What follows belongs to an exercise in optimizing a design on an open flow for a short achievable clock period and few clock cycles; a production flow would make more cautious choices.
Function was checked by simulation only, so behaviour that the tests miss may differ from the original.
Power and IR drop assume default switching activity.

==> design.v <==
`default_nettype none
module processor( input         clk, reset,
                  output [31:0] PC,
                  input  [31:0] instruction,
                  output        WE,
                  output [31:0] address_to_mem,
                  output [31:0] data_to_mem,
                  input  [31:0] data_from_mem
                );
    assign address_to_mem = ALUOut;
    assign data_to_mem = writeData;
    assign PC = program_counter;
    reg [31:0] program_counter;
    wire [31:0] PC_cable;
    wire [31:0] PCPlus4;
    wire [31:0] ALUOut;
    wire [31:0] writeData;
    always @ ( posedge clk )  begin
        program_counter <= PC_cable;
        if ( reset )
            program_counter <= { 32 { 1'b0 } };
    end
    assign PCPlus4 = program_counter + 3'b100;
    wire [31:0] rs1;
    wire [31:0] immOp;
    wire zero;
    wire [31:0] readData = data_from_mem;
    wire [31:0] branchTarget;
    wire [31:0] memToRegRes;
    wire [31:0] AluSrcOut;
    wire [31:0] branchJalReturnAddr;
    wire [31:0] branchJalrMuxIn;
    wire [31:0] srcACable;
    wire [3:0] ALUControl;
    wire [2:0] immControl;
    wire memWriteControl;
    assign WE = memWriteControl;
    wire regWriteControl;
    wire ALUSrcControl;
    wire MemToRegControl;
    wire branchBeqControl;
    wire branchBneControl;
    wire branchJalControl;
    wire branchJalrControl;
    wire branchBltControl;   
    wire auiControl;
    reg_32b registerSet ( instruction[19:15], instruction[24:20], instruction[11:7], memToRegRes, clk, regWriteControl, rs1, writeData );
    imm_decode immediate_decoder ( immControl, instruction[31:7], immOp );
    alu_32b alu ( srcACable, AluSrcOut, ALUControl, ALUOut, zero );
    control_unit cu ( instruction,
                      immControl, ALUControl, 
                      memWriteControl,
                      regWriteControl,
                      ALUSrcControl,
                      MemToRegControl,
                      branchBeqControl,
                      branchJalControl,
                      branchJalrControl,
                      branchBltControl,
                      branchBneControl,
                      auiControl );
    assign branchJalrMuxIn = immOp + program_counter;  
    mux2_1_32b ALUSrc_mux ( ALUSrcControl, writeData, immOp, AluSrcOut );
    mux2_1_32b MemToReg_mux ( MemToRegControl, branchJalReturnAddr, readData, memToRegRes );
    wire branchBX = ( branchBeqControl & zero ) | ( ALUOut & branchBltControl ) | ( branchBneControl & ! zero );
    wire branchOutcome = branchBX | branchJalControl | branchJalrControl;
    mux2_1_32b BranchOutcome_mux ( branchOutcome, PCPlus4, branchTarget, PC_cable );
    mux2_1_32b BranchJalAndJalr_mux ( branchJalControl | branchJalrControl, ALUOut, PCPlus4, branchJalReturnAddr );
    mux2_1_32b BranchJalr_mux ( branchJalrControl, branchJalrMuxIn, ALUOut, branchTarget );
    mux2_1_32b aui_mux ( auiControl, rs1, program_counter, srcACable );
endmodule
module imm_decode ( input [2:0] i_type,
                    input [31:7] imm_in,
                    output reg [31:0] imm_out );
    always @ ( * ) begin
        imm_out = 0;
        case ( i_type )
            3'b000: imm_out = 0;  
            3'b001: begin
                imm_out[11:0] = imm_in[31:20];  
                imm_out[31:12] = { 20 { imm_in[31] } };  
            end
            3'b010: begin  
                imm_out[11:5] = imm_in[31:25]; 
                imm_out[4:0] = imm_in[11:7];
                imm_out[31:12] = { 20 { imm_in[31] } };  
            end
            3'b011: begin  
                imm_out[12] = imm_in[31];
                imm_out[10:5] = imm_in[30:25];
                imm_out[11] = imm_in[7];
                imm_out[4:1] = imm_in[11:8];
                imm_out[0] = 0;
                imm_out[31:13] = { 19 { imm_in[31] } };  
            end
            3'b100: begin  
                imm_out[31:12] = imm_in[31:12]; 
                imm_out[11:0] = { 12 { 1'b0 } };
            end
            3'b101: begin  
                    imm_out[31:21] = { 11 { imm_in[31] } };  
                    imm_out[20] = imm_in[31];
                    imm_out[10:1] = imm_in[30:21];
                    imm_out[11] = imm_in[20];
                    imm_out[19:12] = imm_in[19:12];
                    imm_out[0] = 0;
            end
        endcase
    end
endmodule
module mux2_1_32b ( input sig, input [31:0] a, b,
                    output [31:0] out );
        assign out = sig ? b : a;
endmodule
module reg_32b ( input [4:0] a1, a2, a3,
                 input [31:0] wd3,
                 input clk, we3,
                 output [31:0] rd1, rd2 );
    reg [31:0] registers [31:0];
    assign rd1 = a1 == 0 ? 0 : registers[a1];
    assign rd2 = a2 == 0 ? 0 : registers[a2];
    always @ ( posedge clk )
        if ( we3 && a3 != 0 )
            registers[a3] <= wd3;
endmodule
module alu_32b ( input signed [31:0] srcA, srcB,
                 input [3:0] ALUControl,
                 output reg [31:0] ALUResult,
                 output reg zero );
    wire [31:0] magA = srcA[31] ? -srcA : srcA;
    wire [31:0] magB = srcB[31] ? -srcB : srcB;
    wire [31:0] magQ = magA / magB;
    wire [31:0] magR = magA % magB;
    wire [31:0] quot = ( srcB == 0 ) ? 32'hffffffff :
                       ( srcA[31] ^ srcB[31] ) ? -magQ : magQ;
    wire [31:0] remd = ( srcB == 0 ) ? srcA :
                       srcA[31] ? -magR : magR;
    always @ (*) begin
        ALUResult = 0;
        case ( ALUControl )
            4'b0000: ALUResult = srcA + srcB;
            4'b0001: ALUResult = srcA - srcB;
            4'b0010: ALUResult = srcA & srcB;
            4'b0011: ALUResult = srcA < srcB ? 1 : 0;  
            4'b0100: ALUResult = quot;
            4'b0101: ALUResult = remd;
            4'b0110: ALUResult = srcB;  
            4'b0111: ALUResult = srcA | srcB;
            4'b1000: ALUResult = srcA << srcB;  
            4'b1001: ALUResult = srcA >> srcB;  
            4'b1010: ALUResult = srcA >>> srcB;  
        endcase
    zero = ALUResult == 0 ? 1 : 0;
    end
endmodule
module control_unit ( input [31:0]      instruction,
                      output reg [2:0]  immControl,
                      output reg [3:0]   ALUControl,
                      output reg        memWriteControl,
                                        regWriteControl,
                                        ALUSrcControl,
                                        MemToRegControl,
                                        branchBeqControl,
                                        branchJalControl,
                                        branchJalrControl,
                                        branchBltControl,
                                        branchBneControl,
                                        auiControl );
        wire [6:0] opcode = instruction[6:0];
        wire [14:12] funct3 = instruction[14:12];
        wire [31:25] funct7 = instruction[31:25];
        always @ ( * ) begin
            immControl = 3'b000;
            ALUControl = 4'b0000;
            memWriteControl = 0;
            regWriteControl = 0;
            ALUSrcControl = 0;
            MemToRegControl = 0;
            branchBeqControl = 0;
            branchJalControl = 0;
            branchJalrControl = 0;
            branchBltControl = 0;
            branchBneControl = 0;
            auiControl = 0;
            case ( opcode )
            7'b0000011: begin  
                case ( funct3 )
                    3'b010: begin  
                      immControl = 3'b001;
                      ALUControl = 3'b000;
                      memWriteControl = 0;
                      regWriteControl = 1;
                      ALUSrcControl = 1;
                      MemToRegControl = 1;
                      branchBeqControl = 0;
                      branchJalControl = 0;
                      branchJalrControl = 0;
                      branchBltControl = 0;
                      auiControl = 0;
                      branchBneControl = 0;
                    end
                endcase
            end
            7'b0010011: begin   
                case ( funct3 )
                    3'b000: begin  
                      immControl = 3'b001;
                      ALUControl = 3'b000;
                      memWriteControl = 0;
                      regWriteControl = 1;
                      ALUSrcControl = 1;
                      MemToRegControl = 0;
                      branchBeqControl = 0;
                      branchJalControl = 0;
                      branchJalrControl = 0;
                      branchBltControl = 0;
                      auiControl = 0;
                      branchBneControl = 0;
                    end
                endcase
            end
            7'b0100011: begin   
                case ( funct3 )
                    3'b010: begin  
                        immControl = 3'b010;
                        ALUControl = 3'b000;
                        memWriteControl = 1;
                        regWriteControl = 0;
                        ALUSrcControl = 1;
                        MemToRegControl = 1;
                        branchBeqControl = 0;
                        branchJalControl = 0;
                        branchJalrControl = 0;
                        branchBltControl = 0;
                        auiControl = 0;
                        branchBneControl = 0;
                    end
                endcase
            end
            7'b0110011: begin  
                case ( funct3 )
                    3'b000: case ( funct7 )
                            7'b0000000: begin  
                                immControl = 3'b000;
                                ALUControl = 3'b000;
                                memWriteControl = 0;
                                regWriteControl = 1;
                                ALUSrcControl = 0;
                                MemToRegControl = 0;
                                branchBeqControl = 0;
                                branchJalControl = 0;
                                branchJalrControl = 0;
                                branchBltControl = 0;
                                auiControl = 0;
                                branchBneControl = 0;
                            end
                            7'b0100000: begin  
                                immControl = 3'b000;
                                ALUControl = 3'b001;
                                memWriteControl = 0;
                                regWriteControl = 1;
                                ALUSrcControl = 0;
                                MemToRegControl = 0;
                                branchBeqControl = 0;
                                branchJalControl = 0;
                                branchJalrControl = 0;
                                branchBltControl = 0;
                                auiControl = 0;
                                branchBneControl = 0;
                            end
                        endcase
                    3'b010: begin  
                        immControl = 3'b000;
                        ALUControl = 3'b011;
                        memWriteControl = 0;
                        regWriteControl = 1;
                        ALUSrcControl = 0;
                        MemToRegControl = 0;
                        branchBeqControl = 0;
                        branchJalControl = 0;
                        branchJalrControl = 0;
                        branchBltControl = 0;
                        auiControl = 0;
                        branchBneControl = 0;
                    end
                    3'b110: begin  
                        immControl = 3'b000;
                        ALUControl = 3'b101;
                        memWriteControl = 0;
                        regWriteControl = 1;
                        ALUSrcControl = 0;
                        MemToRegControl = 0;
                        branchBeqControl = 0;
                        branchJalControl = 0;
                        branchJalrControl = 0;
                        branchBltControl = 0;
                        auiControl = 0;
                        branchBneControl = 0;
                    end
                    3'b111: begin  
                        immControl = 3'b000;
                        ALUControl = 3'b010;
                        memWriteControl = 0;
                        regWriteControl = 1;
                        ALUSrcControl = 0;
                        MemToRegControl = 0;
                        branchBeqControl = 0;
                        branchJalControl = 0;
                        branchJalrControl = 0;
                        branchBltControl = 0;
                        auiControl = 0;
                        branchBneControl = 0;
                    end
                    3'b100: begin  
                        immControl = 3'b000;
                        ALUControl = 3'b100;
                        memWriteControl = 0;
                        regWriteControl = 1;
                        ALUSrcControl = 0;
                        MemToRegControl = 0;
                        branchBeqControl = 0;
                        branchJalControl = 0;
                        branchJalrControl = 0;
                        branchBltControl = 0;
                        auiControl = 0;
                        branchBneControl = 0;
                    end
                    3'b101: begin
                        case ( funct7 )
                            7'b0000000: begin  
                                immControl   = 3'b000;
                                ALUControl   = 4'b1001;
                                memWriteControl   = 0;
                                regWriteControl   = 1;
                                ALUSrcControl     = 0;
                                MemToRegControl   = 0;
                                branchBeqControl  = 0;
                                branchJalControl  = 0;
                                branchJalrControl = 0;
                                branchBltControl  = 0;
                                auiControl        = 0;
                                branchBneControl  = 0;
                            end
                            7'b0100000: begin  
                                immControl   = 3'b000;
                                ALUControl   = 4'b1010;
                                memWriteControl   = 0;
                                regWriteControl   = 1;
                                ALUSrcControl     = 0;
                                MemToRegControl   = 0;
                                branchBeqControl  = 0;
                                branchJalControl  = 0;
                                branchJalrControl = 0;
                                branchBltControl  = 0;
                                auiControl        = 0;
                                branchBneControl  = 0;
                            end
                        endcase
                    end
                    3'b001: begin  
                        immControl   = 3'b000;
                        ALUControl   = 4'b1000;
                        memWriteControl   = 0;
                        regWriteControl   = 1;
                        ALUSrcControl     = 0;
                        MemToRegControl   = 0;
                        branchBeqControl  = 0;
                        branchJalControl  = 0;
                        branchJalrControl = 0;
                        branchBltControl  = 0;
                        auiControl        = 0;
                        branchBneControl  = 0;
                    end
                endcase
            end
            7'b1100011: begin  
                case ( funct3 )
                    3'b000: begin  
                        immControl = 3'b011;
                        ALUControl = 3'b001;
                        memWriteControl = 0;
                        regWriteControl = 0;
                        ALUSrcControl = 0;
                        MemToRegControl = 0;
                        branchBeqControl = 1;
                        branchJalControl = 0;
                        branchJalrControl = 0;
                        branchBltControl = 0;
                        auiControl = 0;
                        branchBneControl = 0;
                    end
                    3'b100: begin  
                        immControl = 3'b011;
                        ALUControl = 3'b011;
                        memWriteControl = 0;
                        regWriteControl = 0;
                        ALUSrcControl = 0;
                        MemToRegControl = 0;
                        branchBeqControl = 0;
                        branchJalControl = 0;
                        branchJalrControl = 0;
                        branchBltControl = 1;
                        auiControl = 0;
                        branchBneControl = 0;
                    end
                    3'b001: begin  
                        immControl = 3'b011;
                        ALUControl = 3'b001;
                        memWriteControl = 0;
                        regWriteControl = 0;
                        ALUSrcControl = 0;
                        MemToRegControl = 0;
                        branchBeqControl = 0;
                        branchJalControl = 0;
                        branchJalrControl = 0;
                        branchBltControl = 0;
                        auiControl = 0;
                        branchBneControl = 1;
                    end
                endcase
            end
            7'b1100111: begin  
                immControl = 3'b001;
                ALUControl = 3'b000;
                memWriteControl = 0;
                regWriteControl = 1;
                ALUSrcControl = 1;
                MemToRegControl = 0;
                branchBeqControl = 0;
                branchJalControl = 0;
                branchJalrControl = 1;
                branchBltControl = 0;
                auiControl = 0;
                branchBneControl = 0;
            end
            7'b1101111: begin  
                immControl = 3'b101;
                ALUControl = 3'b000;
                memWriteControl = 0;
                regWriteControl = 1;
                ALUSrcControl = 0;
                MemToRegControl = 0;
                branchBeqControl = 0;
                branchJalControl = 1;
                branchJalrControl = 0;
                branchBltControl = 0;
                auiControl = 0;
                branchBneControl = 0;
            end
            7'b0110111: begin  
                immControl = 3'b100;
                ALUControl = 3'b110;
                memWriteControl = 0;
                regWriteControl = 1;
                ALUSrcControl = 1;
                MemToRegControl = 0;
                branchBeqControl = 0;
                branchJalControl = 0;
                branchJalrControl = 0;
                branchBltControl = 0;
                auiControl = 0;
                branchBneControl = 0;
            end
            7'b0010111: begin  
                immControl = 3'b100;
                ALUControl = 3'b000;
                memWriteControl = 0;
                regWriteControl = 1;
                ALUSrcControl = 1;
                MemToRegControl = 0;
                branchBeqControl = 0;
                branchJalControl = 0;
                branchJalrControl = 0;
                branchBltControl = 0;
                auiControl = 1;
                branchBneControl = 0;
            end
            endcase
        end
endmodule
`default_nettype wire
==> run.sh <==
#!/bin/bash
# synth_recipe.tcl (not shown) runs the flow's synth.tcl, then flattens the netlist and writes it again
# the make line also repeats each setting of config.mk as NAME=value (left out here)
make -C /OpenROAD-flow-scripts/flow DESIGN_CONFIG=/design/flow/config.mk WORK_HOME=/design/flow/orfs CLKGATE_MAP_FILE= SYNTH_SCRIPT=/design/flow/synth_recipe.tcl finish
==> config.mk <==
export PLATFORM = sky130hd
export DESIGN_NAME = processor
export DESIGN_NICKNAME = processor
export VERILOG_FILES = /design/flow/design.v
export SDC_FILE = /design/flow/constraint.sdc
export NUM_CORES = 4
export LEC_CHECK = 0
export CAP_MARGIN = 20
export CORE_MARGIN = 2
export CORE_UTILIZATION = 40
export SLEW_MARGIN = 20
==> constraint.sdc <==
create_clock -name core_clock -period 150.0 [get_ports {clk}]
set_input_delay 30.0000 -clock core_clock [delete_from_list [all_inputs] [get_ports {clk}]]
set_output_delay 30.0000 -clock core_clock [all_outputs]
set_load 0.01 [all_outputs]
==> run summary <==
-- per-stage QoR --
step | cells | setup slack, ns | util [%] | setup TNS [ns] | cell area [µm²]
floorplan | 10200 | 0.0599 | - | 0 | 97400
global placement | 14300 | -3.70 | 46.1 | -90.33 | 111000
CTS | 14500 | 0.0175 | 47.6 | 0 | 115000
detailed placement | 14300 | -4.87 | 46.1 | -125.40 | 111000
global route | 14600 | -0.511 | 48.4 | -5.91 | 117000
finish | 14600 | 3.91 | 48.4 | 0 | 117000
-- layer usage --
layer	routed length [µm]	vias up	GRT usage, %
met5	60	-	0.174
met4	51000	10	32.5
met3	51600	1776	8.75
met2	241000	6474	66.8
met1	194000	48600	50.1
li1	-	41400	-
-- final timing paths --
path | cells past startpoint | to
worst max-delay path | 415 | address_to_mem[30]
worst min-delay path | 2 | program_counter[0]
worst max register to register | 424 | program_counter[9]
worst min register to register | 2 | program_counter[0]
-- state kept, by name, indices dropped and copies added (netlist names) --
name	count
registerSet.registers	1024
program_counter	32
-- where the power goes --
group	total (mW)	internal (mW)	leakage, nW	switching [mW]
Combinational	2.65	1.07	34.6	1.58
Sequential	0.365	0.364	9.45	0.00131
Clock	0.233	0.120	1.38	0.113
Total	3.25	1.56	45.5	1.70
-- worst max-delay path, delay by kind of cell --
| kind | cells | cell delay (ns) |
|---|---|---|
| buffers and inverters | 52 | 9.99 |
| AND/OR/NAND/NOR | 130 | 23.35 |
| multiplexers | 5 | 1.50 |
| adder cells (fa/ha/maj) | 31 | 9.71 |
| XOR/XNOR | 2 | 0.62 |
| AO/OA/AOI/OAI | 195 | 40.54 |
-- cell usage in the layout, fill, tap and decap left out, drive strengths merged, types with 48 or more instances in the layout --
| master | Yosys | routed |
|---|---|---|
| nor2b | 105 | 105 |
| or2 | 85 | 85 |
| a21oi | 671 | 671 |
| clkdlybuf4s50 | 0 | 145 |
| ha | 658 | 658 |
| a21o | 179 | 179 |
| nor2 | 1068 | 1068 |
| o21a | 175 | 175 |
| clkbuf | 286 | 115 |
| o31ai | 78 | 78 |
| mux4 | 398 | 398 |
| nand2b | 69 | 69 |
| mux2i | 366 | 366 |
| edfxtp | 1024 | 1024 |
| nor4 | 68 | 68 |
| nor3 | 314 | 314 |
| mux2 | 106 | 106 |
| a31oi | 128 | 128 |
| a22oi | 143 | 143 |
| nand4 | 100 | 100 |
| xor2 | 153 | 153 |
| o21ai | 577 | 577 |
| xnor2 | 312 | 312 |
| inv | 324 | 328 |
| buf | 250 | 1395 |
| o21bai | 56 | 56 |
| o22ai | 76 | 76 |
| and3 | 95 | 95 |
| nand2 | 879 | 879 |
| or3 | 100 | 100 |
| a22o | 48 | 48 |
| a211oi | 116 | 116 |
| o211ai | 84 | 84 |
| and2 | 76 | 76 |
| nand3 | 264 | 264 |
-- logic make-up after synthesis --
family / after synthesis / share of synthesized area (%)
AO/OA/AOI/OAI: 2881 / 20.1
XOR/XNOR: 465 / 4.20
adder cells (fa/ha/maj): 662 / 8.56
buffers and inverters: 864 / 4.07
flip-flops: 1056 / 32.3
multiplexers: 870 / 14.3
other: 1 / 0.00386
AND/OR/NAND/NOR: 3365 / 16.5
-- what timing repair did --
item                                    4_1_cts  5_1_grt
hold buffers                                  0        0
resized for setup                            88      337
setup buffers                                 9       53
endpoints found under the setup margin       32       32
pin swaps                                     7       69
hold endpoints to repair                      0        0
cloned                                        3        2
-- synth_stat cells, drive strengths merged (85+ instances only) --
master / count / area share, %
ha: 658 / 8.5
or3: 100 / 0.64
inv: 324 / 1.3
buf: 250 / 1.7
nor3: 314 / 1.7
nand4: 100 / 0.69
nand3: 264 / 1.4
xnor2: 312 / 2.8
a21oi: 671 / 3.5
clkbuf: 286 / 1.1
nand2: 879 / 3.4
a22oi: 143 / 1.1
a21o: 179 / 1.4
a211oi: 116 / 0.91
nor2b: 105 / 0.68
and3: 95 / 0.61
o21ai: 577 / 3.0
mux4: 398 / 9.2
mux2: 106 / 1.2
or2: 85 / 0.55
nor2: 1068 / 4.2
mux2i: 366 / 3.8
a31oi: 128 / 0.83
xor2: 153 / 1.4
o21a: 175 / 1.4
edfxtp: 1024 / 32
-- cell type report --
type	instances	area, µm²	area share, %
Clock inverter	53	482	0.413
Timing Repair Buffer	1550	12800	11.0
Inverter	328	1240	1.06
Tap cell	3185	3990	3.42
Sequential cell	1056	31400	26.9
Clock buffer	113	2360	2.02
Antenna cell	16	40.0	0.0343
Multi-Input combinational cell	8275	64400	55.2
==> impl_metrics.yaml <==
sta:
  hold_slack_ns: 0.717
  maxSlewHeadroom_pct: 14.4
  finalHoldViolCount: 0
  clock.fmax_mhz: 6.84
  finalCriticalPeriod_ns: 146.09
  maxSlewViolCount: 0
  finalSetupViolations: 0
  worst_pin_slew_ns: 1.28
  skew_ns: 0.0376
  post-route-period-util_pct: 97.4
run:
  cap_violations: 0
global_routing:
  grt_overflow_total: 0
  grt_pass1_vias: 93800
  grt.total_usage_pct: 42.1
  antenna_found_initial: 32
  grt_max_degree: 82
  grt_pass1_wl_um: 736000
pwr:
  ir_worst_vdd_mv: 0.0515
  p_per_area_nw_per_um2: 27.9
  fin_total_pwr_mw: 3.25
  leakage_nw: 45.5
synth:
  synthArstFlopShare_pct: 0
  synth_warnings: 5
  synth_seq_cells: 1056
  ys_types: 138
  yosys_most_used_dff: "edfxtp_1"
  ys_seq_area_share_pct: 32.3
  syn-instance-count: 10200
  synth-edff-count: 1024
  syn_area_um2: 97100
  postSynthAreaPerCell_um2: 9.55
setup_path:
  critPathSlowestCell: "a32oi_1"
  r2r-start: "registerSet.registers[3][0]"
  worstSetupStartpointType: "primary input"
  critPathMaxFanout: 28
  worst-setup-path-type: "in2out"
  cpMostUsedCell: "buf_4"
  crit_arrival_ns: 116.09
  worstPathRequired_ns: 120.00
  ff2ff_setup_slack_ns: 59.45
  crit_start: "instruction[18]"
  cp-end-kind: "output pin"
  cpPeakStageDelay_ns: 1.15
floorplanning:
  die_x_um: 497
  dieArea_um2: 247000
  initial_utilization_pct: 40.3
  io_pins: 163
  dieHeight_um: 497
  rows: 180
  core-area_um2: 241000
place:
  dpl.hpwl_um: 408000
  gp_congestion: 1.12
  portBuffers: 162
clocking:
  cts_sinks: 1056
  cts_root_buf: "clkbuf_16"
  cts_buffer_depth: 3
  tritoncts.num_buffers: 90
  htreeDepth: 3
  clk_latency_ns: 0.73
  tritoncts: "done"
  path_clk_slew_ns: 0.07
drt:
  vias_per_cell: 6.74
  drtIter0Drc: 12600
  drt-pass1-iter-count: 8
  wire_per_inst_um: 36.8
  ant_nets: 0
  drc_errors: 0
  drt-total-wl_um: 537000
  vias: 98300
run_status:
  status: "complete, no violations"
cells_and_area:
  fin_nets: 12000
  drive_above_1_share_pct: 23.2
  nFillCells: 22800
  layout-area-overhead-vs-synth_pct: 20.2
worst_hold_path:
  min_path_type: "reg2reg"
  hp-start: "program_counter[0]"
Testbench counts, summed over its fixed seeds: cycles 56,608.

[re-timing with driven ports]
In the flow no input, the clock included, has a driving cell. The finished layout below was timed again as built, in two steps.
Step 1 sets driving cells, clkbuf_16 on the clock port and buf_2 on the other inputs (assumed; they add their load-dependent delay and slew).
Step 2, shift: input delay + t, output delay - t, t = (earliest + latest rising clock arrival at the registers) / 2. This alone moves slack from input paths to output paths.
Slacks: no drivers / after step 1 / after step 2; pairs: no drivers / after step 1.
t (ns): 0.779
setup WS [ns]: 3.906 / 3.869 / 3.869
worst setup path after step 2: input to output
After both steps this run still meets setup and hold. For this run, drivers alone change the setup slack by -0.037 ns; drivers and shift together by -0.037 ns.
